Background: an optimization exercise with open tools, aiming at small area. Do not read the settings as production practice. The RTL was checked by simulation tests, not by an equivalence proof against the original design. Power and IR drop assume default switching activity.

==> design/flow/design.v <==
module median (
    input         clk,
    input         rst_n,
    input  [31:0] word0,
    input  [31:0] word1,
    input  [31:0] word2,
    output [7:0]  pixel1,
    output [7:0]  pixel2,
    output [7:0]  pixel3,
    output [7:0]  pixel4,
    output [9:0]  raddr_a,
    output [9:0]  raddr_b,
    output [9:0]  raddr_c,
    output [9:0]  waddr
);
    function gt;
        input [7:0] a;
        input [7:0] b;
        integer i;
        reg g;
        begin
            g = 1'b0;
            for (i = 0; i < 8; i = i + 1)
                g = (a[i] & ~b[i]) | (g & (a[i] | ~b[i]));
            gt = g;
        end
    endfunction
    function [7:0] med3;
        input [7:0] x;
        input [7:0] y;
        input [7:0] z;
        input xy;
        input yz;
        input xz;
        begin
            med3 = (xy == yz) ? y : ((xy == xz) ? z : x);
        end
    endfunction
    wire [7:0] l0, m0, h0, l1, m1, h1, l2, m2, h2, l3, m3, h3;
    sort3 s0 (.a(word0[7:0]),   .b(word1[7:0]),   .c(word2[7:0]),   .lo(l0), .mid(m0), .hi(h0));
    sort3 s1 (.a(word0[15:8]),  .b(word1[15:8]),  .c(word2[15:8]),  .lo(l1), .mid(m1), .hi(h1));
    sort3 s2 (.a(word0[23:16]), .b(word1[23:16]), .c(word2[23:16]), .lo(l2), .mid(m2), .hi(h2));
    sort3 s3 (.a(word0[31:24]), .b(word1[31:24]), .c(word2[31:24]), .lo(l3), .mid(m3), .hi(h3));
    wire [7:0] lo10 = gt(l1, l0) ? l1 : l0;      
    wire [7:0] lo32 = gt(l3, l2) ? l3 : l2;
    wire [7:0] hi10 = gt(h1, h0) ? h0 : h1;      
    wire [7:0] hi32 = gt(h3, h2) ? h2 : h3;
    wire g10 = gt(m1, m0);
    wire g21 = gt(m2, m1);
    wire g20 = gt(m2, m0);
    wire g32 = gt(m3, m2);
    wire g31 = gt(m3, m1);
    reg [7:0] r0l, r0m, r0h, r1m, rlo, rhi;
    reg       rg10;
    always @(posedge clk or negedge rst_n) begin
        if (!rst_n) begin
            r0l <= 8'd0; r0m <= 8'd0; r0h <= 8'd0; r1m <= 8'd0;
            rlo <= 8'd0; rhi <= 8'd0; rg10 <= 1'b0;
        end else begin
            r0l <= l0; r0m <= m0; r0h <= h0; r1m <= m1;
            rlo <= lo10; rhi <= hi10; rg10 <= g10;
        end
    end
    wire g03 = gt(r0m, m3);      
    wire g02 = gt(r0m, m2);
    wire g13 = gt(r1m, m3);      
    wire [7:0] w4l = gt(l3, rlo) ? l3 : rlo;
    wire [7:0] w4h = gt(h3, rhi) ? rhi : h3;
    wire [7:0] w4m = med3(r1m, r0m, m3, rg10, g03, g13);
    wire [7:0] w1l = gt(r0l, lo32) ? r0l : lo32;
    wire [7:0] w1h = gt(r0h, hi32) ? hi32 : r0h;
    wire [7:0] w1m = med3(r0m, m3, m2, g03, g32, g02);
    wire [7:0] w2l = gt(l1, lo32) ? l1 : lo32;
    wire [7:0] w2h = gt(h1, hi32) ? hi32 : h1;
    wire [7:0] w2m = med3(m3, m2, m1, g32, g21, g31);
    wire [7:0] w3l = gt(l2, lo10) ? l2 : lo10;
    wire [7:0] w3h = gt(h2, hi10) ? hi10 : h2;
    wire [7:0] w3m = med3(m2, m1, m0, g21, g10, g20);
    wire [7:0] o4 = med3(w4l, w4m, w4h, gt(w4l, w4m), gt(w4m, w4h), gt(w4l, w4h));
    wire [7:0] o1 = med3(w1l, w1m, w1h, gt(w1l, w1m), gt(w1m, w1h), gt(w1l, w1h));
    wire [7:0] o2 = med3(w2l, w2m, w2h, gt(w2l, w2m), gt(w2m, w2h), gt(w2l, w2h));
    wire [7:0] o3 = med3(w3l, w3m, w3h, gt(w3l, w3m), gt(w3m, w3h), gt(w3l, w3h));
    reg [7:0] p1_q, p2_q, p3_q;
    always @(posedge clk or negedge rst_n) begin
        if (!rst_n) begin
            p1_q <= 8'd0; p2_q <= 8'd0; p3_q <= 8'd0;
        end else begin
            p1_q <= o1; p2_q <= o2; p3_q <= o3;
        end
    end
    assign pixel1 = p1_q;
    assign pixel2 = p2_q;
    assign pixel3 = p3_q;
    assign pixel4 = o4;
    reg [9:0] rc;
    reg [2:0] col_hi;
    reg       sa, sb;
    reg       first;
    reg [5:0] wa_hi;
    wire nib  = &rc[3:0];
    wire wrap = nib & col_hi[2];           
    always @(posedge clk or negedge rst_n) begin
        if (!rst_n) begin
            rc     <= 10'd0;
            col_hi <= 3'd0;
            sa     <= 1'b0;
            sb     <= 1'b0;
            first  <= 1'b0;
            wa_hi  <= 6'd0;
        end else begin
            rc[3:0] <= rc[3:0] + 4'd1;
            if (nib)
                rc[9:4] <= rc[9:4] + ((wrap & ~sb) ? 6'd60 : 6'd1);
            if (nib)
                col_hi <= wrap ? 3'd0 : col_hi + 3'd1;
            if (wrap) begin
                sa <= ~sb;
                sb <= sa & ~sb;
            end
            first <= 1'b1;
            if (first && rc[3:0] == 4'd0)
                wa_hi <= wa_hi + 6'd1;
        end
    end
    assign raddr_c = rc;
    assign raddr_a = {rc[9:4] + {3'b000, sa, 1'b0, sa}, rc[3:0]};
    assign raddr_b = sb ? raddr_a : rc;    
    assign waddr   = {wa_hi, rc[3:0] - {3'b000, first}};
endmodule
module sort3 (
    input  [7:0] a,
    input  [7:0] b,
    input  [7:0] c,
    output [7:0] lo,
    output [7:0] mid,
    output [7:0] hi
);
    function gt;
        input [7:0] x;
        input [7:0] y;
        integer i;
        reg g;
        begin
            g = 1'b0;
            for (i = 0; i < 8; i = i + 1)
                g = (x[i] & ~y[i]) | (g & (x[i] | ~y[i]));
            gt = g;
        end
    endfunction
    wire ab = gt(a, b);
    wire bc = gt(b, c);
    wire ac = gt(a, c);
    assign mid = (ab == bc) ? b : ((ab == ac) ? c : a);
    assign lo  = ab ? (bc ? c : b) : (ac ? c : a);
    assign hi  = ab ? (ac ? a : c) : (bc ? b : c);
endmodule
==> design/flow/flow/run.sh <==
#!/bin/bash
# Own layout flow: the standard flow (standard.sh), with three changes:
#  - ABC maps for area (flow/abc.script) instead of ORFS's speed script with
#    gate up-sizing; ORFS reads that script from SCRIPTS_DIR, so the flow
#    runs on a copy of ORFS's scripts folder with only that file replaced;
#  - the port buffers are sky130_fd_sc_hd__buf_1;
#  - so are the buffers synthesis puts on pass-through wires.
# Everything else (synthesis passes, flattening, register names, floorplan,
# power grid, CTS, routing) is the standard flow. All output of the flow is
# in standard.log and in ORFS's own logs under orfs/logs.
set -euo pipefail
W=$(pwd)
rm -rf "$W/orfs_scripts"
cp -r "$FLOW_HOME/scripts" "$W/orfs_scripts"
cp "$W/flow/abc.script" "$W/orfs_scripts/abc_speed.script"
bash "$W/standard.sh" "SCRIPTS_DIR=$W/orfs_scripts" \
    "BUFFER_PORTS_ARGS=-buffer_cell sky130_fd_sc_hd__buf_1" \
    "MIN_BUF_CELL_AND_PORTS=sky130_fd_sc_hd__buf_1 A X" finish \
    > "$W/standard.log" 2>&1
==> design/flow/flow/abc.script <==
&get -n
&st
&syn2
&synch2
&deepsyn -T 60
&dch
&nf -R 1000 -p -C 32 -F 8 -a -A 8
&put
==> design/flow/standard.sh <==
#!/bin/bash
# synth_recipe.tcl (not shown) runs the flow's synth.tcl, then flattens the netlist and writes it again
# the make line also repeats each setting of config.mk as NAME=value (left out here)
make -C /OpenROAD-flow-scripts/flow DESIGN_CONFIG=/design/flow/config.mk WORK_HOME=/design/flow/orfs CLKGATE_MAP_FILE= SYNTH_SCRIPT=/design/flow/synth_recipe.tcl "${@:-finish}"
==> design/flow/config.mk <==
export PLATFORM = sky130hd
export DESIGN_NAME = median
export DESIGN_NICKNAME = median
export VERILOG_FILES = /design/flow/design.v
export SDC_FILE = /design/flow/constraint.sdc
export NUM_CORES = 4
export LEC_CHECK = 0
export CAP_MARGIN = 20
export CORE_MARGIN = 2
export CORE_UTILIZATION = 40
export CTS_BUF_LIST = sky130_fd_sc_hd__clkbuf_4 sky130_fd_sc_hd__clkbuf_8
export GPL_TIMING_DRIVEN = 0
export SLEW_MARGIN = 20
==> design/flow/constraint.sdc <==
create_clock -name core_clock -period 30.0 [get_ports {clk}]
set_input_delay 6.0000 -clock core_clock [delete_from_list [all_inputs] [get_ports {clk}]]
set_output_delay 6.0000 -clock core_clock [all_outputs]
set_load 0.01 [all_outputs]
==> results.yml <==
outcome:
  outcome: "complete, no violations"
global_routing:
  use_met1_pct: 39.1
  antenna_found_initial: 0
  grt_pass1_vias: 10600
  globalRouteTotalUtil_pct: 28.5
  grt_pass1_wl_um: 58700
  grt_util_met2_pct: 45.0
  grt_max_degree: 35
  gr-usage-met3_pct: 3.03
  grt_overflow: 0
  top_usage_layer: "met2"
synth:
  synth.most_common_cell: "nor2_1"
  synthAdderAreaFrac_pct: 6.21
  ys_seq_area_share_pct: 24.0
  syn_inst: 1381
  synth_ff_type: "dfrtp_1"
  synth_top_family_by_area: "compound AO/OA/AOI/OAI gates"
  yosys-top-cells-count: "nor2_1 (169), clkinv_1 (154), o22ai_1 (153)"
  yosys-top-cells-area: "dfrtp_1 (24%), o22ai_1 (9.7%), a21oi_1 (6.6%), nor2_1 (6.4%), clkinv_1 (5.8%)"
  synth-edff-count: 0
  synth-simple-area-share_pct: 15.1
  synthArstFlopShare_pct: 100
  synth_mux_area_share_pct: 4.11
  synth-seq-cells: 95
  syn_area_um2: 9920
  avgSynthCellArea_um2: 7.18
  synth_xor_area_share_pct: 2.83
  synth_cell_type_count: 46
  synth-compound-area-share_pct: 41.7
  synth_top_cell_by_area: "dfrtp_1"
  syn_nets: 1493
  yosysTopAreaCellShare_pct: 24.0
  synth_warnings: 2
die:
  core_um2: 24300
  die_y_um: 161
  die_w_um: 161
  dieArea_um2: 26100
  io-pin-count: 170
  rows: 57
  start_util_pct: 40.8
clock_tree:
  post_cts_buffers: 0
  clock_sinks: 95
  clk_latency_ps: 390
  numCtsBuffers: 9
  cts_max_path_buffers: 2
  cts_tree: "yes"
  ctsResizeCount: 0
  htree_levels: 3
  ctsHoldBuffers: 0
  cts_root_buf: "clkbuf_8"
  clkTransAtPathRegs_ps: 120
critical_path:
  required_ps: 24000
  critPathKind: "input port to output pin"
  crit_path_end_kind: "output pin"
  crit_fanout: 13
  cp.arrival_ps: 14270
  rr_worst_depth: 20
  crit_family: "compound AO/OA/AOI/OAI gates"
  crit_path_start_kind: "input port"
  cpMostUsedCell: "a21oi_1"
  cp_slowest_cell: "o221ai_1"
  cp.depth: 36
  slowest_delay_ps: 790
  critPathBufInv: 4
route:
  vias: 12100
  drt_wl_total_um: 38000
  wl_per_cell_um: 20.1
  drc_errors: 0
  antenna_left: 0
  drt_iter0_markers: 1467
  first_pass_iters: 7
  viasPerCell: 6.38
sta:
  maxClockFrequency_mhz: 49.3
  hold_violations: 0
  worst_pin_slew_ps: 1220
  final-setup-viol-count: 0
  finClkSkew_ps: 15.9
  min_period_over_period_pct: 67.6
  rsz0062_at_grt: "false"
  maxSlewHeadroom_pct: 17.5
  tns_ps: 0
  slew_viol_final: 0
  fin_crit_ps: 20270
layout:
  drive_above_1_share_pct: 1.46
  area_growth_pct: 13.3
  antennaDiodeCount: 0
  finalNetCount: 1678
  instances_no_fill: 1895
  fin_area_um2: 11200
power_and_ir_drop:
  p_switching_mw: 0.617
  swShare_pct: 56.2
  p_clk_share_pct: 7.9
  p_leak_nw: 4.08
  power_density_nw_per_um2: 97.8
  intPower_mw: 0.482
  vdd_drop_max_mv: 0.0656
  comb_power_share_pct: 75.6
  power.total_mw: 1.10
  seqPwrFrac_pct: 16.5
placement:
  place.port_buffers: 169
  place_hpwl_um: 30500
  dp_cells: 1878
  placed_area_um2: 11000
  gp_congestion: 1.08
hold_path:
  min_path_type: "flip-flop to flip-flop"
  worstHoldPathCells: 1
run:
  drv_cap: 0
metal layers:
layer / routed length (µm) / share of wire (%) / vias to the layer above
met5: 0 / 0 / -
met4: 1750 / 4.6 / 0
met3: 3250 / 8.6 / 95
met2: 16900 / 45 / 630
met1: 16100 / 42 / 5642
li1: - / - / 5721
worst paths after layout:
check,from,to,slack (ps)
worst max-delay path,word1[24],pixel4[2],9730
worst min-delay path,wa_hi[5],wa_hi[5],470
worst max register to register,r0m[1],p1_q[4],23990
worst min register to register,wa_hi[5],wa_hi[5],470
max in group asynchronous,rst_n,r0m[6],23960
min in group asynchronous,rst_n,rc[8],5590
metrics by stage:
stage / utilization [%] / worst slack [ps] / hold slack (ps)
2_1_floorplan: - / 11450 / 446
6_report: 46.2 / 9730 / 475
4_1_cts: 46.2 / 9390 / 483
3_3_place_gp: 45.1 / 9210 / 459
3_5_place_dp: 45.3 / 9420 / 462
5_1_grt: 46.2 / 8940 / 505
power by group through the flow:
stage                     clock network (mW)  logic (mW)  registers (mW)
after floorplan                            0       0.568           0.189
after global placement                     0       0.798           0.184
after detailed placement                   0       0.806           0.184
after CTS                             0.0892       0.811           0.182
after global routing                  0.0949       0.907           0.185
final                                 0.0867       0.831           0.182
layout make-up:
type / instances / area [µm²]
clock inverters: 7 / 78.8
multi-input cells: 1124 / 6940
plain buffers: 8 / 30.0
inverters: 154 / 578
flip-flops and latches: 95 / 2380
well taps: 324 / 405
repair buffers: 174 / 711
clock buffers: 9 / 124
fillers: 2571 / 13100
cell usage in the layout, fill, tap and decap left out, types with 25 or more instances in the layout:
cell type / synthesis / layout
buf_1: 8 / 176
o22ai_1: 153 / 153
a21oi_1: 131 / 131
a31oi_1: 34 / 34
a221oi_1: 51 / 51
maj3_1: 44 / 44
a22oi_1: 37 / 37
clkinv_1: 154 / 154
nand2_1: 126 / 126
nor2_1: 169 / 169
o221ai_1: 36 / 36
o21ai_0: 113 / 104
dfrtp_1: 95 / 95
mux2i_1: 25 / 25
logic make-up after synthesis:
family,Yosys count
xor gates and xnor gates,32
adders and majority gates,58
muxes,39
and+or+nand+nor,361
buffers and inverters,162
DFF,95
AOI/OAI and AO/OA,633
other,1
state kept, by name, summed over array words and instances (netlist names):
name    count
p1_q        8
rlo         8
wa_hi       6
rhi         8
p2_q        8
r0m         8
first       1
rg10        1
p3_q        8
r0h         8
rc         10
r1m         8
col_hi      3
sa          1
sb          1
r0l         8

[separate check: timing with driven ports]
The results above use ideal ports. As a check the final layout listed here was re-extracted and re-timed, cells and wires unchanged.
Step 1 sets driving cells, clkbuf_16 on the clock port and buf_2 on the other inputs (assumed; they add their load-dependent delay and slew).
Step 2 also shifts input and output timing later by t, the mid clock arrival at the registers, as if the neighbouring blocks saw the same clock.
Three values: ideal ports, drivers, drivers and shift; two values: the first two.
t (ns): 0.420
slack for setup (ns): 9.728 / 9.706 / 9.706
worst data-port slew with drivers (ns): 0.04
After both steps setup and hold are still met in this run. For this run, drivers alone change the setup slack by -0.022 ns; drivers and shift together by -0.022 ns.
